What follows belongs to an exercise in optimizing a design on an open flow for small area and a short achievable clock period; a production flow would make more cautious choices.
In this exercise RTL edits were held to simulation tests only and were not proved equivalent to the original.
Power figures rest on the tool's default switching activity, not on a simulated workload.

[flow/constraint.sdc]
create_clock -name core_clock -period 14.0 [get_ports {clk}]
set_input_delay 2.8000 -clock core_clock [delete_from_list [all_inputs] [get_ports {clk}]]
set_output_delay 2.8000 -clock core_clock [all_outputs]
set_load 0.01 [all_outputs]
[flow/flow/run.sh]
#!/bin/bash
# Standard layout, with plain buffers (buf_1) on the ports instead of the
# delay-cell buffers buffer_ports picks by default, and timing repair aimed
# at a 5.5 ns setup margin.
set -euo pipefail
bash standard.sh BUFFER_PORTS_ARGS="-buffer_cell sky130_fd_sc_hd__buf_1" SETUP_SLACK_MARGIN=5.5 finish > flow_make.log 2>&1
[flow/standard.sh]
#!/bin/bash
# synth_recipe.tcl (not shown) runs the flow's synth.tcl, then flattens the netlist and writes it again
# the make line also repeats each setting of config.mk as NAME=value (left out here)
make -C /OpenROAD-flow-scripts/flow DESIGN_CONFIG=/design/flow/config.mk WORK_HOME=/design/flow/orfs CLKGATE_MAP_FILE= SYNTH_SCRIPT=/design/flow/synth_recipe.tcl "${@:-finish}"
[flow/config.mk]
export PLATFORM = sky130hd
export DESIGN_NAME = MIPS_CPU
export DESIGN_NICKNAME = MIPS_CPU
export VERILOG_FILES = /design/flow/design.v
export SDC_FILE = /design/flow/constraint.sdc
export NUM_CORES = 4
export LEC_CHECK = 0
export CAP_MARGIN = 20
export CELL_PAD_IN_SITES_DETAIL_PLACEMENT = 1
export CORE_MARGIN = 2
export CORE_UTILIZATION = 50
export CTS_CLUSTER_DIAMETER = 100
export CTS_CLUSTER_SIZE = 20
export PLACE_DENSITY = 0.65
export SETUP_SLACK_MARGIN = 5
export SLEW_MARGIN = 20
export SYNTH_HIERARCHICAL = 1
[flow/design.v]
`timescale 1ns / 1ps
module AddrAdd(input [11:0] a, input [11:0] b, output [11:0] s);
    wire g1, t2, p3, g7, t8, p9, g13, t14, p15, g19, t20, p21, g25, t26, p27, g31, t32, p33, g37, t38, p39, g43, t44, p45, g49, t50, p51, g55, t56, p57, g61, t62, p63, g67, t68, p69, G73, G75, T77, G79, T81, G83, T85, G87, T89, G91, T93, n95, n97, G99, G101, n103, n105, G107, T109, G111, T113, n115, n117, G119, T121, G123, T125, G127, n129, n131, G133, G135, G137, n139, n141, G143, G145, n147, n149, G151, n153, n155, G157;
    g_nand2 u4 (.a(a[0]), .b(b[0]), .y(g1));
    g_nor2 u5 (.a(a[0]), .b(b[0]), .y(t2));
    g_xor2 u6 (.a(a[0]), .b(b[0]), .y(p3));
    g_nand2 u10 (.a(a[1]), .b(b[1]), .y(g7));
    g_nor2 u11 (.a(a[1]), .b(b[1]), .y(t8));
    g_xor2 u12 (.a(a[1]), .b(b[1]), .y(p9));
    g_nand2 u16 (.a(a[2]), .b(b[2]), .y(g13));
    g_nor2 u17 (.a(a[2]), .b(b[2]), .y(t14));
    g_xor2 u18 (.a(a[2]), .b(b[2]), .y(p15));
    g_nand2 u22 (.a(a[3]), .b(b[3]), .y(g19));
    g_nor2 u23 (.a(a[3]), .b(b[3]), .y(t20));
    g_xor2 u24 (.a(a[3]), .b(b[3]), .y(p21));
    g_nand2 u28 (.a(a[4]), .b(b[4]), .y(g25));
    g_nor2 u29 (.a(a[4]), .b(b[4]), .y(t26));
    g_xor2 u30 (.a(a[4]), .b(b[4]), .y(p27));
    g_nand2 u34 (.a(a[5]), .b(b[5]), .y(g31));
    g_nor2 u35 (.a(a[5]), .b(b[5]), .y(t32));
    g_xor2 u36 (.a(a[5]), .b(b[5]), .y(p33));
    g_nand2 u40 (.a(a[6]), .b(b[6]), .y(g37));
    g_nor2 u41 (.a(a[6]), .b(b[6]), .y(t38));
    g_xor2 u42 (.a(a[6]), .b(b[6]), .y(p39));
    g_nand2 u46 (.a(a[7]), .b(b[7]), .y(g43));
    g_nor2 u47 (.a(a[7]), .b(b[7]), .y(t44));
    g_xor2 u48 (.a(a[7]), .b(b[7]), .y(p45));
    g_nand2 u52 (.a(a[8]), .b(b[8]), .y(g49));
    g_nor2 u53 (.a(a[8]), .b(b[8]), .y(t50));
    g_xor2 u54 (.a(a[8]), .b(b[8]), .y(p51));
    g_nand2 u58 (.a(a[9]), .b(b[9]), .y(g55));
    g_nor2 u59 (.a(a[9]), .b(b[9]), .y(t56));
    g_xor2 u60 (.a(a[9]), .b(b[9]), .y(p57));
    g_nand2 u64 (.a(a[10]), .b(b[10]), .y(g61));
    g_nor2 u65 (.a(a[10]), .b(b[10]), .y(t62));
    g_xor2 u66 (.a(a[10]), .b(b[10]), .y(p63));
    g_nand2 u70 (.a(a[11]), .b(b[11]), .y(g67));
    g_nor2 u71 (.a(a[11]), .b(b[11]), .y(t68));
    g_xor2 u72 (.a(a[11]), .b(b[11]), .y(p69));
    g_oai21 u74 (.a1(t8), .a2(g1), .b1(g7), .y(G73));
    g_oai21 u76 (.a1(t20), .a2(g13), .b1(g19), .y(G75));
    g_nor2 u78 (.a(t20), .b(t14), .y(T77));
    g_oai21 u80 (.a1(t32), .a2(g25), .b1(g31), .y(G79));
    g_nor2 u82 (.a(t32), .b(t26), .y(T81));
    g_oai21 u84 (.a1(t44), .a2(g37), .b1(g43), .y(G83));
    g_nor2 u86 (.a(t44), .b(t38), .y(T85));
    g_oai21 u88 (.a1(t56), .a2(g49), .b1(g55), .y(G87));
    g_nor2 u90 (.a(t56), .b(t50), .y(T89));
    g_oai21 u92 (.a1(t68), .a2(g61), .b1(g67), .y(G91));
    g_nor2 u94 (.a(t68), .b(t62), .y(T93));
    g_inv u96 (.a(g13), .y(n95));
    g_inv u98 (.a(t14), .y(n97));
    g_aoi21 u100 (.a1(n97), .a2(G73), .b1(n95), .y(G99));
    g_aoi21 u102 (.a1(T77), .a2(G73), .b1(G75), .y(G101));
    g_inv u104 (.a(g37), .y(n103));
    g_inv u106 (.a(t38), .y(n105));
    g_aoi21 u108 (.a1(n105), .a2(G79), .b1(n103), .y(G107));
    g_nand2 u110 (.a(n105), .b(T81), .y(T109));
    g_aoi21 u112 (.a1(T85), .a2(G79), .b1(G83), .y(G111));
    g_nand2 u114 (.a(T85), .b(T81), .y(T113));
    g_inv u116 (.a(g61), .y(n115));
    g_inv u118 (.a(t62), .y(n117));
    g_aoi21 u120 (.a1(n117), .a2(G87), .b1(n115), .y(G119));
    g_nand2 u122 (.a(n117), .b(T89), .y(T121));
    g_aoi21 u124 (.a1(T93), .a2(G87), .b1(G91), .y(G123));
    g_nand2 u126 (.a(T93), .b(T89), .y(T125));
    g_oai21 u128 (.a1(t26), .a2(G101), .b1(g25), .y(G127));
    g_inv u130 (.a(G79), .y(n129));
    g_inv u132 (.a(T81), .y(n131));
    g_oai21 u134 (.a1(n131), .a2(G101), .b1(n129), .y(G133));
    g_oai21 u136 (.a1(T109), .a2(G101), .b1(G107), .y(G135));
    g_oai21 u138 (.a1(T113), .a2(G101), .b1(G111), .y(G137));
    g_inv u140 (.a(g49), .y(n139));
    g_inv u142 (.a(t50), .y(n141));
    g_aoi21 u144 (.a1(n141), .a2(G137), .b1(n139), .y(G143));
    g_aoi21 u146 (.a1(T89), .a2(G137), .b1(G87), .y(G145));
    g_inv u148 (.a(G119), .y(n147));
    g_inv u150 (.a(T121), .y(n149));
    g_aoi21 u152 (.a1(n149), .a2(G137), .b1(n147), .y(G151));
    g_inv u154 (.a(G123), .y(n153));
    g_inv u156 (.a(T125), .y(n155));
    g_aoi21 u158 (.a1(n155), .a2(G137), .b1(n153), .y(G157));
    g_xnor2 u159 (.a(p9), .b(g1), .y(s[1]));
    g_xor2 u160 (.a(p15), .b(G73), .y(s[2]));
    g_xnor2 u161 (.a(p21), .b(G99), .y(s[3]));
    g_xnor2 u162 (.a(p27), .b(G101), .y(s[4]));
    g_xor2 u163 (.a(p33), .b(G127), .y(s[5]));
    g_xor2 u164 (.a(p39), .b(G133), .y(s[6]));
    g_xor2 u165 (.a(p45), .b(G135), .y(s[7]));
    g_xor2 u166 (.a(p51), .b(G137), .y(s[8]));
    g_xnor2 u167 (.a(p57), .b(G143), .y(s[9]));
    g_xnor2 u168 (.a(p63), .b(G145), .y(s[10]));
    g_xnor2 u169 (.a(p69), .b(G151), .y(s[11]));
    assign s[0] = p3;
endmodule
module AluAdd(input [31:0] a, input [31:0] b, input cin, output [31:0] s, output co, output [31:0] pp, output [31:0] gn, output [31:0] tn);
    wire n1, g3, t4, p5, g9, t10, p11, g15, t16, p17, g21, t22, p23, g27, t28, p29, g33, t34, p35, g39, t40, p41, g45, t46, p47, g51, t52, p53, g57, t58, p59, g63, t64, p65, g69, t70, p71, g75, t76, p77, g81, t82, p83, g87, t88, p89, g93, t94, p95, g99, t100, p101, g105, t106, p107, g111, t112, p113, g117, t118, p119, g123, t124, p125, g129, t130, p131, g135, t136, p137, g141, t142, p143, g147, t148, p149, g153, t154, p155, g159, t160, p161, g165, t166, p167, g171, t172, p173, g177, t178, p179, g183, t184, p185, g189, t190, p191, G195, G197, T199, G201, T203, G205, T207, G209, T211, G213, T215, G217, T219, G221, T223, G225, T227, G229, T231, G233, T235, G237, T239, G241, T243, G245, T247, G249, T251, G253, T255, n257, n259, G261, G263, n265, n267, G269, T271, G273, T275, n277, n279, G281, T283, G285, T287, n289, n291, G293, T295, G297, T299, n301, n303, G305, T307, G309, T311, n313, n315, G317, T319, G321, T323, n325, n327, G329, T331, G333, T335, n337, n339, G341, T343, G345, T347, G349, n351, n353, G355, G357, G359, G361, T363, n365, n367, G369, T371, G373, T375, G377, T379, G381, T383, n385, n387, G389, T391, G393, T395, G397, T399, G401, T403, n405, n407, G409, T411, G413, T415, G417, T419, n421, n423, G425, G427, n429, n431, G433, n435, n437, G439, G441, G443, G445, G447, n449, n451, G453, T455, G457, T459, n461, n463, G465, T467, n469, n471, G473, T475, G477, T479, G481, T483, G485, T487, G489, T491, G493, n495, n497, G499, G501, G503, n505, n507, G509, n511, n513, G515, n517, n519, G521, n523, n525, G527, G529, G531, G533, G535, G537, G539, G541, G543, n545, n547, G549;
    g_inv u2 (.a(cin), .y(n1));
    g_nand2 u6 (.a(a[0]), .b(b[0]), .y(g3));
    g_nor2 u7 (.a(a[0]), .b(b[0]), .y(t4));
    g_xor2 u8 (.a(a[0]), .b(b[0]), .y(p5));
    assign pp[0] = p5; assign gn[0] = g3; assign tn[0] = t4;
    g_nand2 u12 (.a(a[1]), .b(b[1]), .y(g9));
    g_nor2 u13 (.a(a[1]), .b(b[1]), .y(t10));
    g_xor2 u14 (.a(a[1]), .b(b[1]), .y(p11));
    assign pp[1] = p11; assign gn[1] = g9; assign tn[1] = t10;
    g_nand2 u18 (.a(a[2]), .b(b[2]), .y(g15));
    g_nor2 u19 (.a(a[2]), .b(b[2]), .y(t16));
    g_xor2 u20 (.a(a[2]), .b(b[2]), .y(p17));
    assign pp[2] = p17; assign gn[2] = g15; assign tn[2] = t16;
    g_nand2 u24 (.a(a[3]), .b(b[3]), .y(g21));
    g_nor2 u25 (.a(a[3]), .b(b[3]), .y(t22));
    g_xor2 u26 (.a(a[3]), .b(b[3]), .y(p23));
    assign pp[3] = p23; assign gn[3] = g21; assign tn[3] = t22;
    g_nand2 u30 (.a(a[4]), .b(b[4]), .y(g27));
    g_nor2 u31 (.a(a[4]), .b(b[4]), .y(t28));
    g_xor2 u32 (.a(a[4]), .b(b[4]), .y(p29));
    assign pp[4] = p29; assign gn[4] = g27; assign tn[4] = t28;
    g_nand2 u36 (.a(a[5]), .b(b[5]), .y(g33));
    g_nor2 u37 (.a(a[5]), .b(b[5]), .y(t34));
    g_xor2 u38 (.a(a[5]), .b(b[5]), .y(p35));
    assign pp[5] = p35; assign gn[5] = g33; assign tn[5] = t34;
    g_nand2 u42 (.a(a[6]), .b(b[6]), .y(g39));
    g_nor2 u43 (.a(a[6]), .b(b[6]), .y(t40));
    g_xor2 u44 (.a(a[6]), .b(b[6]), .y(p41));
    assign pp[6] = p41; assign gn[6] = g39; assign tn[6] = t40;
    g_nand2 u48 (.a(a[7]), .b(b[7]), .y(g45));
    g_nor2 u49 (.a(a[7]), .b(b[7]), .y(t46));
    g_xor2 u50 (.a(a[7]), .b(b[7]), .y(p47));
    assign pp[7] = p47; assign gn[7] = g45; assign tn[7] = t46;
    g_nand2 u54 (.a(a[8]), .b(b[8]), .y(g51));
    g_nor2 u55 (.a(a[8]), .b(b[8]), .y(t52));
    g_xor2 u56 (.a(a[8]), .b(b[8]), .y(p53));
    assign pp[8] = p53; assign gn[8] = g51; assign tn[8] = t52;
    g_nand2 u60 (.a(a[9]), .b(b[9]), .y(g57));
    g_nor2 u61 (.a(a[9]), .b(b[9]), .y(t58));
    g_xor2 u62 (.a(a[9]), .b(b[9]), .y(p59));
    assign pp[9] = p59; assign gn[9] = g57; assign tn[9] = t58;
    g_nand2 u66 (.a(a[10]), .b(b[10]), .y(g63));
    g_nor2 u67 (.a(a[10]), .b(b[10]), .y(t64));
    g_xor2 u68 (.a(a[10]), .b(b[10]), .y(p65));
    assign pp[10] = p65; assign gn[10] = g63; assign tn[10] = t64;
    g_nand2 u72 (.a(a[11]), .b(b[11]), .y(g69));
    g_nor2 u73 (.a(a[11]), .b(b[11]), .y(t70));
    g_xor2 u74 (.a(a[11]), .b(b[11]), .y(p71));
    assign pp[11] = p71; assign gn[11] = g69; assign tn[11] = t70;
    g_nand2 u78 (.a(a[12]), .b(b[12]), .y(g75));
    g_nor2 u79 (.a(a[12]), .b(b[12]), .y(t76));
    g_xor2 u80 (.a(a[12]), .b(b[12]), .y(p77));
    assign pp[12] = p77; assign gn[12] = g75; assign tn[12] = t76;
    g_nand2 u84 (.a(a[13]), .b(b[13]), .y(g81));
    g_nor2 u85 (.a(a[13]), .b(b[13]), .y(t82));
    g_xor2 u86 (.a(a[13]), .b(b[13]), .y(p83));
    assign pp[13] = p83; assign gn[13] = g81; assign tn[13] = t82;
    g_nand2 u90 (.a(a[14]), .b(b[14]), .y(g87));
    g_nor2 u91 (.a(a[14]), .b(b[14]), .y(t88));
    g_xor2 u92 (.a(a[14]), .b(b[14]), .y(p89));
    assign pp[14] = p89; assign gn[14] = g87; assign tn[14] = t88;
    g_nand2 u96 (.a(a[15]), .b(b[15]), .y(g93));
    g_nor2 u97 (.a(a[15]), .b(b[15]), .y(t94));
    g_xor2 u98 (.a(a[15]), .b(b[15]), .y(p95));
    assign pp[15] = p95; assign gn[15] = g93; assign tn[15] = t94;
    g_nand2 u102 (.a(a[16]), .b(b[16]), .y(g99));
    g_nor2 u103 (.a(a[16]), .b(b[16]), .y(t100));
    g_xor2 u104 (.a(a[16]), .b(b[16]), .y(p101));
    assign pp[16] = p101; assign gn[16] = g99; assign tn[16] = t100;
    g_nand2 u108 (.a(a[17]), .b(b[17]), .y(g105));
    g_nor2 u109 (.a(a[17]), .b(b[17]), .y(t106));
    g_xor2 u110 (.a(a[17]), .b(b[17]), .y(p107));
    assign pp[17] = p107; assign gn[17] = g105; assign tn[17] = t106;
    g_nand2 u114 (.a(a[18]), .b(b[18]), .y(g111));
    g_nor2 u115 (.a(a[18]), .b(b[18]), .y(t112));
    g_xor2 u116 (.a(a[18]), .b(b[18]), .y(p113));
    assign pp[18] = p113; assign gn[18] = g111; assign tn[18] = t112;
    g_nand2 u120 (.a(a[19]), .b(b[19]), .y(g117));
    g_nor2 u121 (.a(a[19]), .b(b[19]), .y(t118));
    g_xor2 u122 (.a(a[19]), .b(b[19]), .y(p119));
    assign pp[19] = p119; assign gn[19] = g117; assign tn[19] = t118;
    g_nand2 u126 (.a(a[20]), .b(b[20]), .y(g123));
    g_nor2 u127 (.a(a[20]), .b(b[20]), .y(t124));
    g_xor2 u128 (.a(a[20]), .b(b[20]), .y(p125));
    assign pp[20] = p125; assign gn[20] = g123; assign tn[20] = t124;
    g_nand2 u132 (.a(a[21]), .b(b[21]), .y(g129));
    g_nor2 u133 (.a(a[21]), .b(b[21]), .y(t130));
    g_xor2 u134 (.a(a[21]), .b(b[21]), .y(p131));
    assign pp[21] = p131; assign gn[21] = g129; assign tn[21] = t130;
    g_nand2 u138 (.a(a[22]), .b(b[22]), .y(g135));
    g_nor2 u139 (.a(a[22]), .b(b[22]), .y(t136));
    g_xor2 u140 (.a(a[22]), .b(b[22]), .y(p137));
    assign pp[22] = p137; assign gn[22] = g135; assign tn[22] = t136;
    g_nand2 u144 (.a(a[23]), .b(b[23]), .y(g141));
    g_nor2 u145 (.a(a[23]), .b(b[23]), .y(t142));
    g_xor2 u146 (.a(a[23]), .b(b[23]), .y(p143));
    assign pp[23] = p143; assign gn[23] = g141; assign tn[23] = t142;
    g_nand2 u150 (.a(a[24]), .b(b[24]), .y(g147));
    g_nor2 u151 (.a(a[24]), .b(b[24]), .y(t148));
    g_xor2 u152 (.a(a[24]), .b(b[24]), .y(p149));
    assign pp[24] = p149; assign gn[24] = g147; assign tn[24] = t148;
    g_nand2 u156 (.a(a[25]), .b(b[25]), .y(g153));
    g_nor2 u157 (.a(a[25]), .b(b[25]), .y(t154));
    g_xor2 u158 (.a(a[25]), .b(b[25]), .y(p155));
    assign pp[25] = p155; assign gn[25] = g153; assign tn[25] = t154;
    g_nand2 u162 (.a(a[26]), .b(b[26]), .y(g159));
    g_nor2 u163 (.a(a[26]), .b(b[26]), .y(t160));
    g_xor2 u164 (.a(a[26]), .b(b[26]), .y(p161));
    assign pp[26] = p161; assign gn[26] = g159; assign tn[26] = t160;
    g_nand2 u168 (.a(a[27]), .b(b[27]), .y(g165));
    g_nor2 u169 (.a(a[27]), .b(b[27]), .y(t166));
    g_xor2 u170 (.a(a[27]), .b(b[27]), .y(p167));
    assign pp[27] = p167; assign gn[27] = g165; assign tn[27] = t166;
    g_nand2 u174 (.a(a[28]), .b(b[28]), .y(g171));
    g_nor2 u175 (.a(a[28]), .b(b[28]), .y(t172));
    g_xor2 u176 (.a(a[28]), .b(b[28]), .y(p173));
    assign pp[28] = p173; assign gn[28] = g171; assign tn[28] = t172;
    g_nand2 u180 (.a(a[29]), .b(b[29]), .y(g177));
    g_nor2 u181 (.a(a[29]), .b(b[29]), .y(t178));
    g_xor2 u182 (.a(a[29]), .b(b[29]), .y(p179));
    assign pp[29] = p179; assign gn[29] = g177; assign tn[29] = t178;
    g_nand2 u186 (.a(a[30]), .b(b[30]), .y(g183));
    g_nor2 u187 (.a(a[30]), .b(b[30]), .y(t184));
    g_xor2 u188 (.a(a[30]), .b(b[30]), .y(p185));
    assign pp[30] = p185; assign gn[30] = g183; assign tn[30] = t184;
    g_nand2 u192 (.a(a[31]), .b(b[31]), .y(g189));
    g_nor2 u193 (.a(a[31]), .b(b[31]), .y(t190));
    g_xor2 u194 (.a(a[31]), .b(b[31]), .y(p191));
    assign pp[31] = p191; assign gn[31] = g189; assign tn[31] = t190;
    g_oai21 u196 (.a1(t4), .a2(n1), .b1(g3), .y(G195));
    g_oai21 u198 (.a1(t16), .a2(g9), .b1(g15), .y(G197));
    g_nor2 u200 (.a(t16), .b(t10), .y(T199));
    g_oai21 u202 (.a1(t28), .a2(g21), .b1(g27), .y(G201));
    g_nor2 u204 (.a(t28), .b(t22), .y(T203));
    g_oai21 u206 (.a1(t40), .a2(g33), .b1(g39), .y(G205));
    g_nor2 u208 (.a(t40), .b(t34), .y(T207));
    g_oai21 u210 (.a1(t52), .a2(g45), .b1(g51), .y(G209));
    g_nor2 u212 (.a(t52), .b(t46), .y(T211));
    g_oai21 u214 (.a1(t64), .a2(g57), .b1(g63), .y(G213));
    g_nor2 u216 (.a(t64), .b(t58), .y(T215));
    g_oai21 u218 (.a1(t76), .a2(g69), .b1(g75), .y(G217));
    g_nor2 u220 (.a(t76), .b(t70), .y(T219));
    g_oai21 u222 (.a1(t88), .a2(g81), .b1(g87), .y(G221));
    g_nor2 u224 (.a(t88), .b(t82), .y(T223));
    g_oai21 u226 (.a1(t100), .a2(g93), .b1(g99), .y(G225));
    g_nor2 u228 (.a(t100), .b(t94), .y(T227));
    g_oai21 u230 (.a1(t112), .a2(g105), .b1(g111), .y(G229));
    g_nor2 u232 (.a(t112), .b(t106), .y(T231));
    g_oai21 u234 (.a1(t124), .a2(g117), .b1(g123), .y(G233));
    g_nor2 u236 (.a(t124), .b(t118), .y(T235));
    g_oai21 u238 (.a1(t136), .a2(g129), .b1(g135), .y(G237));
    g_nor2 u240 (.a(t136), .b(t130), .y(T239));
    g_oai21 u242 (.a1(t148), .a2(g141), .b1(g147), .y(G241));
    g_nor2 u244 (.a(t148), .b(t142), .y(T243));
    g_oai21 u246 (.a1(t160), .a2(g153), .b1(g159), .y(G245));
    g_nor2 u248 (.a(t160), .b(t154), .y(T247));
    g_oai21 u250 (.a1(t172), .a2(g165), .b1(g171), .y(G249));
    g_nor2 u252 (.a(t172), .b(t166), .y(T251));
    g_oai21 u254 (.a1(t184), .a2(g177), .b1(g183), .y(G253));
    g_nor2 u256 (.a(t184), .b(t178), .y(T255));
    g_inv u258 (.a(g9), .y(n257));
    g_inv u260 (.a(t10), .y(n259));
    g_aoi21 u262 (.a1(n259), .a2(G195), .b1(n257), .y(G261));
    g_aoi21 u264 (.a1(T199), .a2(G195), .b1(G197), .y(G263));
    g_inv u266 (.a(g33), .y(n265));
    g_inv u268 (.a(t34), .y(n267));
    g_aoi21 u270 (.a1(n267), .a2(G201), .b1(n265), .y(G269));
    g_nand2 u272 (.a(n267), .b(T203), .y(T271));
    g_aoi21 u274 (.a1(T207), .a2(G201), .b1(G205), .y(G273));
    g_nand2 u276 (.a(T207), .b(T203), .y(T275));
    g_inv u278 (.a(g57), .y(n277));
    g_inv u280 (.a(t58), .y(n279));
    g_aoi21 u282 (.a1(n279), .a2(G209), .b1(n277), .y(G281));
    g_nand2 u284 (.a(n279), .b(T211), .y(T283));
    g_aoi21 u286 (.a1(T215), .a2(G209), .b1(G213), .y(G285));
    g_nand2 u288 (.a(T215), .b(T211), .y(T287));
    g_inv u290 (.a(g81), .y(n289));
    g_inv u292 (.a(t82), .y(n291));
    g_aoi21 u294 (.a1(n291), .a2(G217), .b1(n289), .y(G293));
    g_nand2 u296 (.a(n291), .b(T219), .y(T295));
    g_aoi21 u298 (.a1(T223), .a2(G217), .b1(G221), .y(G297));
    g_nand2 u300 (.a(T223), .b(T219), .y(T299));
    g_inv u302 (.a(g105), .y(n301));
    g_inv u304 (.a(t106), .y(n303));
    g_aoi21 u306 (.a1(n303), .a2(G225), .b1(n301), .y(G305));
    g_nand2 u308 (.a(n303), .b(T227), .y(T307));
    g_aoi21 u310 (.a1(T231), .a2(G225), .b1(G229), .y(G309));
    g_nand2 u312 (.a(T231), .b(T227), .y(T311));
    g_inv u314 (.a(g129), .y(n313));
    g_inv u316 (.a(t130), .y(n315));
    g_aoi21 u318 (.a1(n315), .a2(G233), .b1(n313), .y(G317));
    g_nand2 u320 (.a(n315), .b(T235), .y(T319));
    g_aoi21 u322 (.a1(T239), .a2(G233), .b1(G237), .y(G321));
    g_nand2 u324 (.a(T239), .b(T235), .y(T323));
    g_inv u326 (.a(g153), .y(n325));
    g_inv u328 (.a(t154), .y(n327));
    g_aoi21 u330 (.a1(n327), .a2(G241), .b1(n325), .y(G329));
    g_nand2 u332 (.a(n327), .b(T243), .y(T331));
    g_aoi21 u334 (.a1(T247), .a2(G241), .b1(G245), .y(G333));
    g_nand2 u336 (.a(T247), .b(T243), .y(T335));
    g_inv u338 (.a(g177), .y(n337));
    g_inv u340 (.a(t178), .y(n339));
    g_aoi21 u342 (.a1(n339), .a2(G249), .b1(n337), .y(G341));
    g_nand2 u344 (.a(n339), .b(T251), .y(T343));
    g_aoi21 u346 (.a1(T255), .a2(G249), .b1(G253), .y(G345));
    g_nand2 u348 (.a(T255), .b(T251), .y(T347));
    g_oai21 u350 (.a1(t22), .a2(G263), .b1(g21), .y(G349));
    g_inv u352 (.a(G201), .y(n351));
    g_inv u354 (.a(T203), .y(n353));
    g_oai21 u356 (.a1(n353), .a2(G263), .b1(n351), .y(G355));
    g_oai21 u358 (.a1(T271), .a2(G263), .b1(G269), .y(G357));
    g_oai21 u360 (.a1(T275), .a2(G263), .b1(G273), .y(G359));
    g_oai21 u362 (.a1(t70), .a2(G285), .b1(g69), .y(G361));
    g_nor2 u364 (.a(t70), .b(T287), .y(T363));
    g_inv u366 (.a(G217), .y(n365));
    g_inv u368 (.a(T219), .y(n367));
    g_oai21 u370 (.a1(n367), .a2(G285), .b1(n365), .y(G369));
    g_nor2 u372 (.a(n367), .b(T287), .y(T371));
    g_oai21 u374 (.a1(T295), .a2(G285), .b1(G293), .y(G373));
    g_nor2 u376 (.a(T295), .b(T287), .y(T375));
    g_oai21 u378 (.a1(T299), .a2(G285), .b1(G297), .y(G377));
    g_nor2 u380 (.a(T299), .b(T287), .y(T379));
    g_oai21 u382 (.a1(t118), .a2(G309), .b1(g117), .y(G381));
    g_nor2 u384 (.a(t118), .b(T311), .y(T383));
    g_inv u386 (.a(G233), .y(n385));
    g_inv u388 (.a(T235), .y(n387));
    g_oai21 u390 (.a1(n387), .a2(G309), .b1(n385), .y(G389));
    g_nor2 u392 (.a(n387), .b(T311), .y(T391));
    g_oai21 u394 (.a1(T319), .a2(G309), .b1(G317), .y(G393));
    g_nor2 u396 (.a(T319), .b(T311), .y(T395));
    g_oai21 u398 (.a1(T323), .a2(G309), .b1(G321), .y(G397));
    g_nor2 u400 (.a(T323), .b(T311), .y(T399));
    g_oai21 u402 (.a1(t166), .a2(G333), .b1(g165), .y(G401));
    g_nor2 u404 (.a(t166), .b(T335), .y(T403));
    g_inv u406 (.a(G249), .y(n405));
    g_inv u408 (.a(T251), .y(n407));
    g_oai21 u410 (.a1(n407), .a2(G333), .b1(n405), .y(G409));
    g_nor2 u412 (.a(n407), .b(T335), .y(T411));
    g_oai21 u414 (.a1(T343), .a2(G333), .b1(G341), .y(G413));
    g_nor2 u416 (.a(T343), .b(T335), .y(T415));
    g_oai21 u418 (.a1(T347), .a2(G333), .b1(G345), .y(G417));
    g_nor2 u420 (.a(T347), .b(T335), .y(T419));
    g_inv u422 (.a(g45), .y(n421));
    g_inv u424 (.a(t46), .y(n423));
    g_aoi21 u426 (.a1(n423), .a2(G359), .b1(n421), .y(G425));
    g_aoi21 u428 (.a1(T211), .a2(G359), .b1(G209), .y(G427));
    g_inv u430 (.a(G281), .y(n429));
    g_inv u432 (.a(T283), .y(n431));
    g_aoi21 u434 (.a1(n431), .a2(G359), .b1(n429), .y(G433));
    g_inv u436 (.a(G285), .y(n435));
    g_inv u438 (.a(T287), .y(n437));
    g_aoi21 u440 (.a1(n437), .a2(G359), .b1(n435), .y(G439));
    g_aoi21 u442 (.a1(T363), .a2(G359), .b1(G361), .y(G441));
    g_aoi21 u444 (.a1(T371), .a2(G359), .b1(G369), .y(G443));
    g_aoi21 u446 (.a1(T375), .a2(G359), .b1(G373), .y(G445));
    g_aoi21 u448 (.a1(T379), .a2(G359), .b1(G377), .y(G447));
    g_inv u450 (.a(g141), .y(n449));
    g_inv u452 (.a(t142), .y(n451));
    g_aoi21 u454 (.a1(n451), .a2(G397), .b1(n449), .y(G453));
    g_nand2 u456 (.a(n451), .b(T399), .y(T455));
    g_aoi21 u458 (.a1(T243), .a2(G397), .b1(G241), .y(G457));
    g_nand2 u460 (.a(T243), .b(T399), .y(T459));
    g_inv u462 (.a(G329), .y(n461));
    g_inv u464 (.a(T331), .y(n463));
    g_aoi21 u466 (.a1(n463), .a2(G397), .b1(n461), .y(G465));
    g_nand2 u468 (.a(n463), .b(T399), .y(T467));
    g_inv u470 (.a(G333), .y(n469));
    g_inv u472 (.a(T335), .y(n471));
    g_aoi21 u474 (.a1(n471), .a2(G397), .b1(n469), .y(G473));
    g_nand2 u476 (.a(n471), .b(T399), .y(T475));
    g_aoi21 u478 (.a1(T403), .a2(G397), .b1(G401), .y(G477));
    g_nand2 u480 (.a(T403), .b(T399), .y(T479));
    g_aoi21 u482 (.a1(T411), .a2(G397), .b1(G409), .y(G481));
    g_nand2 u484 (.a(T411), .b(T399), .y(T483));
    g_aoi21 u486 (.a1(T415), .a2(G397), .b1(G413), .y(G485));
    g_nand2 u488 (.a(T415), .b(T399), .y(T487));
    g_aoi21 u490 (.a1(T419), .a2(G397), .b1(G417), .y(G489));
    g_nand2 u492 (.a(T419), .b(T399), .y(T491));
    g_oai21 u494 (.a1(t94), .a2(G447), .b1(g93), .y(G493));
    g_inv u496 (.a(G225), .y(n495));
    g_inv u498 (.a(T227), .y(n497));
    g_oai21 u500 (.a1(n497), .a2(G447), .b1(n495), .y(G499));
    g_oai21 u502 (.a1(T307), .a2(G447), .b1(G305), .y(G501));
    g_oai21 u504 (.a1(T311), .a2(G447), .b1(G309), .y(G503));
    g_inv u506 (.a(G381), .y(n505));
    g_inv u508 (.a(T383), .y(n507));
    g_oai21 u510 (.a1(n507), .a2(G447), .b1(n505), .y(G509));
    g_inv u512 (.a(G389), .y(n511));
    g_inv u514 (.a(T391), .y(n513));
    g_oai21 u516 (.a1(n513), .a2(G447), .b1(n511), .y(G515));
    g_inv u518 (.a(G393), .y(n517));
    g_inv u520 (.a(T395), .y(n519));
    g_oai21 u522 (.a1(n519), .a2(G447), .b1(n517), .y(G521));
    g_inv u524 (.a(G397), .y(n523));
    g_inv u526 (.a(T399), .y(n525));
    g_oai21 u528 (.a1(n525), .a2(G447), .b1(n523), .y(G527));
    g_oai21 u530 (.a1(T455), .a2(G447), .b1(G453), .y(G529));
    g_oai21 u532 (.a1(T459), .a2(G447), .b1(G457), .y(G531));
    g_oai21 u534 (.a1(T467), .a2(G447), .b1(G465), .y(G533));
    g_oai21 u536 (.a1(T475), .a2(G447), .b1(G473), .y(G535));
    g_oai21 u538 (.a1(T479), .a2(G447), .b1(G477), .y(G537));
    g_oai21 u540 (.a1(T483), .a2(G447), .b1(G481), .y(G539));
    g_oai21 u542 (.a1(T487), .a2(G447), .b1(G485), .y(G541));
    g_oai21 u544 (.a1(T491), .a2(G447), .b1(G489), .y(G543));
    g_inv u546 (.a(g189), .y(n545));
    g_inv u548 (.a(t190), .y(n547));
    g_aoi21 u550 (.a1(n547), .a2(G543), .b1(n545), .y(G549));
    g_xnor2 u551 (.a(p5), .b(n1), .y(s[0]));
    g_xor2 u552 (.a(p11), .b(G195), .y(s[1]));
    g_xnor2 u553 (.a(p17), .b(G261), .y(s[2]));
    g_xnor2 u554 (.a(p23), .b(G263), .y(s[3]));
    g_xor2 u555 (.a(p29), .b(G349), .y(s[4]));
    g_xor2 u556 (.a(p35), .b(G355), .y(s[5]));
    g_xor2 u557 (.a(p41), .b(G357), .y(s[6]));
    g_xor2 u558 (.a(p47), .b(G359), .y(s[7]));
    g_xnor2 u559 (.a(p53), .b(G425), .y(s[8]));
    g_xnor2 u560 (.a(p59), .b(G427), .y(s[9]));
    g_xnor2 u561 (.a(p65), .b(G433), .y(s[10]));
    g_xnor2 u562 (.a(p71), .b(G439), .y(s[11]));
    g_xnor2 u563 (.a(p77), .b(G441), .y(s[12]));
    g_xnor2 u564 (.a(p83), .b(G443), .y(s[13]));
    g_xnor2 u565 (.a(p89), .b(G445), .y(s[14]));
    g_xnor2 u566 (.a(p95), .b(G447), .y(s[15]));
    g_xor2 u567 (.a(p101), .b(G493), .y(s[16]));
    g_xor2 u568 (.a(p107), .b(G499), .y(s[17]));
    g_xor2 u569 (.a(p113), .b(G501), .y(s[18]));
    g_xor2 u570 (.a(p119), .b(G503), .y(s[19]));
    g_xor2 u571 (.a(p125), .b(G509), .y(s[20]));
    g_xor2 u572 (.a(p131), .b(G515), .y(s[21]));
    g_xor2 u573 (.a(p137), .b(G521), .y(s[22]));
    g_xor2 u574 (.a(p143), .b(G527), .y(s[23]));
    g_xor2 u575 (.a(p149), .b(G529), .y(s[24]));
    g_xor2 u576 (.a(p155), .b(G531), .y(s[25]));
    g_xor2 u577 (.a(p161), .b(G533), .y(s[26]));
    g_xor2 u578 (.a(p167), .b(G535), .y(s[27]));
    g_xor2 u579 (.a(p173), .b(G537), .y(s[28]));
    g_xor2 u580 (.a(p179), .b(G539), .y(s[29]));
    g_xor2 u581 (.a(p185), .b(G541), .y(s[30]));
    g_xor2 u582 (.a(p191), .b(G543), .y(s[31]));
    g_inv u583 (.a(G549), .y(co));
endmodule
module g_inv(input a, output y);  assign y = ~a; endmodule
module g_nand2(input a, b, output y);  assign y = ~(a & b); endmodule
module g_nor2(input a, b, output y);  assign y = ~(a | b); endmodule
module g_xor2(input a, b, output y);  assign y = a ^ b; endmodule
module g_xnor2(input a, b, output y);  assign y = ~(a ^ b); endmodule
module g_aoi21(input a1, a2, b1, output y);  assign y = ~((a1 & a2) | b1); endmodule
module g_oai21(input a1, a2, b1, output y);  assign y = ~((a1 | a2) & b1); endmodule
`timescale 1ns / 1ps
module RegRead(
    input  [31:0]   sel,
    input  [1023:0] q,
    output [31:0]   r
    );
    genvar b, k;
    generate
        for (b = 0; b < 32; b = b + 1) begin : bt
            wire [10:0] p;
            for (k = 0; k < 10; k = k + 1) begin : t
                aoi222 u (.a1(sel[3*k]),   .a2(q[(3*k)*32 + b]),
                          .b1(sel[3*k+1]), .b2(q[(3*k+1)*32 + b]),
                          .c1(sel[3*k+2]), .c2(q[(3*k+2)*32 + b]),
                          .y(p[k]));
            end
            aoi222 u10 (.a1(sel[30]), .a2(q[30*32 + b]),
                        .b1(sel[31]), .b2(q[31*32 + b]),
                        .c1(sel[31]), .c2(q[31*32 + b]), .y(p[10]));
            nand11 un (.p(p), .y(r[b]));
        end
    endgenerate
endmodule
module aoi222(input a1, a2, b1, b2, c1, c2, output y);
    assign y = ~((a1 & a2) | (b1 & b2) | (c1 & c2));
endmodule
module aoi22(input a1, a2, b1, b2, output y);
    assign y = ~((a1 & a2) | (b1 & b2));
endmodule
module nand11(input [10:0] p, output y);
    wire [2:0] a;
    and4g u0 (.a(p[0]), .b(p[1]), .c(p[2]), .d(p[3]), .y(a[0]));
    and4g u1 (.a(p[4]), .b(p[5]), .c(p[6]), .d(p[7]), .y(a[1]));
    and3g u2 (.a(p[8]), .b(p[9]), .c(p[10]), .y(a[2]));
    nand3g u3 (.a(a[0]), .b(a[1]), .c(a[2]), .y(y));
endmodule
module and4g(input a, b, c, d, output y);
    assign y = a & b & c & d;
endmodule
module and3g(input a, b, c, output y);
    assign y = a & b & c;
endmodule
module nand3g(input a, b, c, output y);
    assign y = ~(a & b & c);
endmodule
`timescale 1ns / 1ps
module CountNext(
    input  [31:0] q,
    input  inc,
    output [31:0] d
    );
    wire [31:0] all1;
    assign all1[0] = 1'b1;
    genvar i;
    generate
        for (i = 1; i < 32; i = i + 1) begin : c
            assign all1[i] = all1[i-1] & q[i-1];
        end
    endgenerate
    assign d = q ^ ({32{inc}} & all1);
endmodule
`timescale 1ns / 1ps
module MIPS_CPU(clr, Go, clk, Leddata, Count_cycle, Count_branch, Count_jmp,
    imem_addr, imem_data, dmem_addr, dmem_we, dmem_be, dmem_wdata, dmem_rdata);
    input clr, clk, Go;
    output reg [31:0] Leddata;
    output reg [31:0] Count_cycle, Count_branch, Count_jmp;
    output [31:0] imem_addr;
    input  [31:0] imem_data;
    output [9:0]  dmem_addr;
    output        dmem_we;
    output [3:0]  dmem_be;
    output [31:0] dmem_wdata;
    input  [31:0] dmem_rdata;
    reg [31:0] PC;
    wire [31:0] instr = imem_data;
    wire [5:0] op = instr[31:26];
    wire [5:0] fn = instr[5:0];
    wire [4:0] rs = instr[25:21];
    wire [4:0] rt = instr[20:16];
    wire [4:0] rd = instr[15:11];
    wire [4:0] sa = instr[10:6];
    wire [15:0] imm16 = instr[15:0];
    wire opR    = (op == 6'd0);
    wire SYSCALL = opR & (fn == 6'd12);
    wire R_type = opR & ~(fn == 6'd12);
    wire JR     = opR & (fn == 6'd8);
    wire J      = (op == 6'd2);
    wire JAL    = (op == 6'd3);
    wire BEQ    = (op == 6'd4);
    wire BNE    = (op == 6'd5);
    wire BGTZ   = (op == 6'd7);
    wire ADDI   = (op == 6'd8);
    wire ADDIU  = (op == 6'd9);
    wire SLTI   = (op == 6'd10);
    wire SLTIU  = (op == 6'd11);
    wire ANDI   = (op == 6'd12);
    wire ORI    = (op == 6'd13);
    wire LW     = (op == 6'd35);
    wire SH     = (op == 6'd41);
    wire SW     = (op == 6'd43);
    wire sel_add  = opR & (fn == 6'd32 | fn == 6'd33) | ADDI | ADDIU;
    wire sel_sub  = opR & (fn == 6'd34);
    wire sel_and  = opR & (fn == 6'd36) | ANDI;
    wire sel_or   = opR & (fn == 6'd37) | ORI;
    wire sel_nor  = opR & (fn == 6'd39);
    wire sel_slt  = opR & (fn == 6'd42) | SLTI;
    wire sel_sltu = opR & (fn == 6'd43) | SLTIU;
    wire sel_sll  = opR & (fn == 6'd0 | fn == 6'd4);
    wire sel_srl  = opR & (fn == 6'd2);
    wire sel_sra  = opR & (fn == 6'd3);
    wire SLLV     = opR & (fn == 6'd4);
    wire alu_imm  = op[3];                       
    wire imm_zext = ANDI | ORI | SLTIU;
    wire [31:0] immx = {{16{imm16[15] & ~imm_zext}}, imm16};
    wire regwrite = R_type | JAL | ADDI | ADDIU | SLTI | SLTIU | ANDI | ORI | LW;
    wire [4:0] W = R_type ? rd : (JAL ? 5'd31 : rt);
    reg  [1023:0] q;
    wire [31:0]   dec_rs = 32'd1 << rs;
    wire [31:0]   dec_rt = 32'd1 << rt;
    wire [31:0]   dec_w  = {32{clr}} | ({32{regwrite}} & (32'd1 << W));
    wire [31:0]   r1, r2;
    integer i;
    RegRead rd1 (.sel(dec_rs), .q(q), .r(r1));
    RegRead rd2 (.sel(dec_rt), .q(q), .r(r2));
    wire [31:0] din;
    genvar g;
    generate
        for (g = 0; g < 32; g = g + 1) begin : rf
            always @(posedge clk)
                if (dec_w[g]) q[g*32 +: 32] <= din;
        end
    endgenerate
    wire [31:0] v2 = q[2*32 +: 32];
    wire [31:0] v4 = q[4*32 +: 32];
    wire is34 = (v2 == 32'd34);
    wire show = SYSCALL & is34;
    wire run  = ~SYSCALL | is34;
    wire [31:0] X = r1;
    wire [31:0] Y = alu_imm ? immx : r2;
    wire subop = sel_sub | sel_slt | sel_sltu;
    wire [32:0] sum;
    wire [31:0] pp, gn, tn;
    AluAdd add (.a(X), .b(Y ^ {32{subop}}), .cin(subop), .s(sum[31:0]), .co(sum[32]),
        .pp(pp), .gn(gn), .tn(tn));
    wire lt_u = ~sum[32];
    wire lt_s = (X[31] ^ Y[31]) ? X[31] : sum[31];
    wire [4:0] shamt = SLLV ? X[4:0] : sa;
    reg  [31:0] y_rev, sh_rev;
    always @(*)
        for (i = 0; i < 32; i = i + 1) y_rev[i] = r2[31 - i];
    wire [31:0] sh_in = sel_sll ? y_rev : r2;
    wire fill = sel_sra & r2[31];
    wire [63:0] sh_wide = {{32{fill}}, sh_in} >> shamt;
    wire [31:0] sh_out = sh_wide[31:0];
    always @(*)
        for (i = 0; i < 32; i = i + 1) sh_rev[i] = sh_out[31 - i];
    wire [31:0] alu =
          ({32{sel_add | sel_sub}} & sum[31:0])
        | ({32{sel_and}} & ~gn)
        | ({32{sel_or}}  & ~tn)
        | ({32{sel_nor}} & tn)
        | {31'd0, (sel_slt & lt_s) | (sel_sltu & lt_u)}
        | ({32{sel_sll}} & sh_rev)
        | ({32{sel_srl | sel_sra}} & sh_out);
    wire [29:0] pc4_hi = PC[31:2] + 30'd1;
    wire [31:0] pc4 = {pc4_hi, PC[1:0]};
    wire [29:0] br_hi = pc4_hi + {{14{imm16[15]}}, imm16};
    wire eq = ~|pp;
    wire taken = (BEQ & eq) | (BNE & ~eq) | (BGTZ & ~r1[31] & (r1 != 32'd0));
    wire jump = J | JAL | JR;
    wire [31:0] pc_next = JR ? r1 :
                          (J | JAL) ? {PC[31:28], instr[25:0], 2'b00} :
                          taken ? {br_hi, PC[1:0]} : pc4;
    always @(posedge clk or posedge clr)
        if (clr) PC <= 32'd0;
        else if (run | Go) PC <= pc_next;
    wire din_lw  = LW & ~clr;
    wire din_jal = JAL & ~clr;
    wire din_alu = ~LW & ~JAL & ~clr;
    assign din = ({32{din_lw}} & dmem_rdata) | ({32{din_jal}} & pc4) | ({32{din_alu}} & alu);
    wire [11:0] maddr;
    AddrAdd aadd (.a(r1[11:0]), .b(imm16[11:0]), .s(maddr));
    assign dmem_addr = maddr[11:2];
    assign dmem_we = SW | SH;
    assign dmem_be = {SW | maddr[1], SW | maddr[1], SW | ~maddr[1], SW | ~maddr[1]};
    assign dmem_wdata = {SH ? r2[15:0] : r2[31:16], r2[15:0]};
    assign imem_addr = PC;
    always @(posedge clk or posedge clr)
        if (clr) Leddata <= 32'd0;
        else if (show) Leddata <= v4;
    wire [31:0] cc_next, cb_next, cj_next;
    CountNext c_cyc (.q(Count_cycle),  .inc(run),   .d(cc_next));
    CountNext c_br  (.q(Count_branch), .inc(taken), .d(cb_next));
    CountNext c_jmp (.q(Count_jmp),    .inc(jump),  .d(cj_next));
    always @(posedge clk or posedge clr)
        if (clr) begin
            Count_cycle <= 32'd0;
            Count_branch <= 32'd0;
            Count_jmp <= 32'd0;
        end else begin
            Count_cycle <= cc_next;
            Count_branch <= cb_next;
            Count_jmp <= cj_next;
        end
endmodule
==> results of run 1 <==
## registers in the layout (all words and copies together), names as in the netlist
name,cells
Count_branch,32
Count_jmp,32
Leddata,32
q,1024
Count_cycle,32
PC,32
## per-layer routing
| layer | share of wire (%) | up-vias | GRT usage (%) |
|---|---|---|---|
| li1 | - | 19800 | - |
| met4 | 9.9 | 10 | 34.0 |
| met1 | 32 | 25400 | 53.9 |
| met2 | 43 | 5008 | 66.5 |
| met5 | 0.083 | - | 0 |
| met3 | 15 | 1184 | 14.4 |
## final cells by class
type                       count  area [µm²]  area share, %
antenna                        9        22.5         0.0336
tap                         1524        1910           2.84
multi-input combinational   2933       23600           35.2
clock buffer                 103        1920           2.86
clock inverter                12         173          0.257
inverter                      98         379          0.565
timing repair buffer         581        4290           6.40
sequential                  1184       34800           51.8
## report_power, final
part / switching (mW) / internal (mW)
Sequential: 0.331 / 4.35
Combinational: 1.75 / 0.753
Clock: 1.22 / 0.993
## critical path: stages
cell and delay, ns:
buf_6 0.22, clkinvlp_4 0.24, nand2_2 0.24, nor2_2 0.07, buf_4 0.30, a222oi_1 0.51, and4_1 0.48, nand3_2 0.32
mux2_2 0.48, buf_1 0.16
## worst paths after layout
check,startpoint,to,slack [ns],cells past startpoint
setup / recovery,imem_data[16],dmem_wdata[28],5.33,10
hold / removal,Count_jmp[31],Count_jmp[31],0.48,1
setup reg to reg,q[129],q[605],7.96,14
hold reg to reg,Count_jmp[31],Count_jmp[31],0.48,1
max in group asynchronous,clr,Leddata[4],10.03,4
min in group asynchronous,clr,Count_branch[31],2.53,3
## what timing repair did
| action | 4_1_cts | 5_1_grt |
|---|---|---|
| buffers inserted | 64 | 43 |
| gates resized for setup | 223 | 132 |
| cloned | 16 | 7 |
| hold buffers | 0 | 0 |
| setup endpoints to repair | 932 | 341 |
| pin swaps | 53 | 62 |
## per-stage QoR
stage	setup slack (ns)	power (mW)
2_1_floorplan	5.51	6.01
3_3_place_gp	3.34	6.89
3_5_place_dp	3.46	6.97
4_1_cts	5.44	9.18
5_1_grt	5.38	9.60
6_report	5.33	9.39
## cells in the final DEF, fill, tap and decap left out, drive strengths merged, types with 140 or more instances in the layout
master / n
xnor2: 154
nand2: 282
a222oi: 718
edfxtp: 1024
buf: 562
nor2: 319
o21ai: 187
nand3: 142
dfrtp: 160
and4: 140
a21oi: 146
==> flow_summary.ini, run 1 <==
[critical_path]
startpoint_type = input port
critical_path_class = in -> out
cp.arrival_ns = 5.87
critPathMaxFanout = 32
crit_required_ns = 11.20
critPathCaptureType = output pin

[timing]
finalMaxSlewViolations = 0
hold-worst-slack_ns = 0.483
finalCritPeriodShare_pct = 61.9
setup_tns_ns = 0
max_clock_freq_ghz = 0.115
setup_viol = 0
min_period_ns = 8.67
fin_worst_skew_ns = 0.0602
rsz0062_at_grt = yes
worst_pin_slew_ns = 1.26
finalHoldViolCount = 0
max_slew_margin_pct = 15.6

[die]
fp.dieW_um = 346
io_pins = 274
start_util_pct = 50.3
num_rows = 125
fp.coreArea_mm2 = 0.116
dieArea_mm2 = 0.119
die_height_um = 346

[synth]
avgSynthCellArea_um2 = 13.2
yosys_warnings = 7
synthCells = 4429
syn_area_mm2 = 0.0583
synthesis.nets = 4537

[route]
vias = 51400
drtIter0Drc = 12700
drc = 0
wirelength_mm = 278
firstDrtPassIters = 15
viasPerCell = 7.98
wl_per_cell_um = 43.2
postRouteAntennaNets = 0

[min_path]
hp-class = reg -> reg

[job]
maxCapViolCount = 0

[clocking]
clk_root_buffer_cell = clkbuf_16
htreeDepth = 3
cts_tree = yes
cts_inserted_buffers = 71
clkTransAtPathRegs_ns = 0.09
cts.sinks = 1184
clockBufferDepth = 3
clkLatencyLatePin_ns = 0.72

[power_and_ir_drop]
power_density_mw_per_mm2 = 140
vdd_ir_drop_max_v = 0.000125
leakagePower_nw = 23.2

[global_routing]
track_usage_pct = 44.6
antenna_found_initial = 15
grt_overflow = 0
grt_max_degree = 68
grt_pass1_vias = 49700
grt_pass1_wl_mm = 380

[placed_design]
placed_area_mm2 = 0.0623
dp_hpwl_mm = 175
gp_congestion = 1.04
dp.cells = 6189
io_buffers = 273

[cells_and_area]
nFillCells = 11300
stdcell_area_mm2 = 0.0671
syn2layout_area_growth_pct = 15.0
instances_no_fill = 6444
nNetsFinal = 4977
drive_gt1_share_pct = 17.1
fin_util_pct = 57.9

[run_status]
status = no timing/DRC/antenna violations
==> run 2, diff against run 1 <==
--- a/flow/config.mk
+++ b/flow/config.mk
@@ -15,3 +15,4 @@
 export SETUP_SLACK_MARGIN = 5
 export SLEW_MARGIN = 20
 export SYNTH_HIERARCHICAL = 1
+export TNS_END_PERCENT = 5
==> flow_summary.ini, run 2 <==
[run_status]
status = no timing/DRC/antenna violations

[global_routing]
use_met1_pct = 53.2
track_usage_pct = 42.5
grt_pass1_vias = 48700
grt-busiest-layer = met2
grt_util_met3_pct = 11.9
grt_max_degree = 76
grt_pass1_wl_mm = 365
antenna_found_initial = 13
grt_overflow = 0
use_met2_pct = 63.7

[clocking]
cts_inserted_buffers = 71
clk_root_buffer_cell = clkbuf_16
clkLatencyLatePin_ns = 0.70
cts_tree = yes
htreeDepth = 3
clockBufferDepth = 3
cts.sinks = 1184
clkTransAtPathRegs_ns = 0.08

[route]
vias = 50100
postRouteAntennaNets = 0
viasPerCell = 7.83
drtIter0Drc = 11500
firstDrtPassIters = 13
drc = 0
wl_per_cell_um = 40.9
wirelength_mm = 262

[cells_and_area]
stdcell_area_mm2 = 0.0661
fin_util_pct = 57.0
final_cell_mix = edfxtp_1 (1024), a222oi_1 (718), nand2_1 (273)
instances_no_fill = 6397
largest_reg_flops = 1024
drive_gt1_share_pct = 15.7
nNetsFinal = 4932
top_register = q
syn2layout_area_growth_pct = 13.3
layout_commonest_cell = edfxtp_1

[power_and_ir_drop]
total_power_mw = 9.31
power_frac_seq_pct = 50.1
power_density_mw_per_mm2 = 141
leakagePower_nw = 22.7
sw_frac_of_total_pct = 34.5
p_comb_share_pct = 26.1
power.internal_mw = 6.09
vdd_ir_drop_max_v = 0.000111
clockPowerShare_pct = 23.7
power.switching_mw = 3.22

[die]
fp.coreArea_mm2 = 0.116
dieArea_mm2 = 0.119
die_height_um = 346
io_pins = 274
start_util_pct = 50.3
num_rows = 125
fp.dieW_um = 346

[timing]
finalHoldViolCount = 0
setup_viol = 0
setup_tns_ns = 0
min_period_ns = 8.83
max_slew_margin_pct = 17.7
rsz0062_at_grt = yes
hold-worst-slack_ns = 0.474
max_clock_freq_ghz = 0.113
finalMaxSlewViolations = 0
worst_pin_slew_ns = 1.24
finalCritPeriodShare_pct = 63.1
worst_slack_ns = 5.17
fin_worst_skew_ns = 0.0422

[placed_design]
io_buffers = 273
dp_slack_ns = 3.53
gp_congestion = 1.07
dp_hpwl_mm = 169
placed_area_mm2 = 0.0623
dp.cells = 6187

[critical_path]
critPathCaptureType = output pin
startpoint_type = input port
crit_required_ns = 11.20
rrSetupSlack_ns = 8.05
critical_path_class = in -> out
reg2reg_depth = 13
max_stage_delay_ns = 0.77
r2r-start = q[289]
cp.arrival_ns = 6.03
critPathLaunch = imem_data[18]
r2r_end = q[797]
worstPathCellList = buf_2 -> nor2b_1 -> nand2_2 -> nor2_4 -> buf_4 -> a222oi_1 -> and4_4 -> nand3_2 -> mux2_2 -> buf_1
slowest_stage = a222oi_1
critPathMaxFanout = 32
endpoint = dmem_wdata[29]

[synth]
synthesis.nets = 4537
synthCells = 4429
yosys_warnings = 7
avgSynthCellArea_um2 = 13.2
syn_area_mm2 = 0.0583

[job]
maxCapViolCount = 0

[min_path]
hp-class = reg -> reg
==> run 2: critical path: cells and delay by family <==
kind / cells / cell delay, ns
multiplexers: 1 / 0.43
AO/OA/AOI/OAI: 1 / 0.77
AND/OR/NAND/NOR: 5 / 1.29
buffers and inverters: 3 / 0.65
==> run 2: how the worst min path moves through the flow <==
stage                           startpoint                to  cells past startpoint
final                        Count_jmp[31]     Count_jmp[31]                      1
after global placement    Count_branch[31]  Count_branch[31]                      1
after floorplan           Count_branch[31]  Count_branch[31]                      1
after global routing       Count_cycle[31]   Count_cycle[31]                      1
after detailed placement   Count_cycle[31]   Count_cycle[31]                      1
after CTS                  Count_cycle[31]   Count_cycle[31]                      1
==> run 2: final cells by class <==
type | count | area (µm²)
clock buffers | 103 | 1930
multi-input cells | 2932 | 23400
diodes | 8 | 20.0
repair buffers | 537 | 3470
flip-flops and latches | 1184 | 34800
clock inverters | 11 | 198
inverters | 98 | 375
fillers | 11500 | 49800
well taps | 1524 | 1910
==> run 2: per-layer routing <==
layer	routed length, µm	up-vias
met5	44	-
met4	23300	8
met3	37000	919
met2	113000	4367
met1	88100	25100
li1	-	19700
==> run 2: repair_timing <==
action / 4_1_cts / 5_1_grt
setup buffers: 70 / 8
resized for setup: 212 / 40
pin swaps: 38 / 32
cloned: 9 / 1
hold buffers: 0 / 0
endpoints found under the setup margin: 1032 / 548
endpoints found under the hold margin: 0 / 0
==> run 2: power groups by stage <==
stage	combinational [mW]	clock (mW)	sequential [mW]
after CTS	2.31	2.22	4.65
after floorplan	1.36	0	4.64
after detailed placement	2.24	0	4.72
after global placement	2.18	0	4.68
after global routing	2.52	2.32	4.70
final	2.43	2.21	4.67

[separate check: timing with driven ports]
Ports are ideal in the flow. The routed layouts listed here were re-timed in OpenROAD.
Step 1 assumes that a clkbuf_16 drives the clock port and a buf_2 every other input.
Step 2 times the ports against the registers' clock, not the clock port: input delays grow and output delays shrink by t, the midpoint of the rising clock arrivals with the driver on.
Three values: ideal ports, drivers, drivers and shift; two values: the first two.
run | t (ns) | slack for setup (ns) | worst data-port slew with drivers (ns)
run 1 | 0.764 | 5.329 / 5.230 / 4.728 | 0.17
run 2 | 0.754 | 5.168 / 5.024 / 4.439 | 0.16
After both steps setup and hold are still met in every run listed. The setup slack of run 2, which loses most, moves by -0.144 ns with the drivers and by -0.729 ns with both steps.
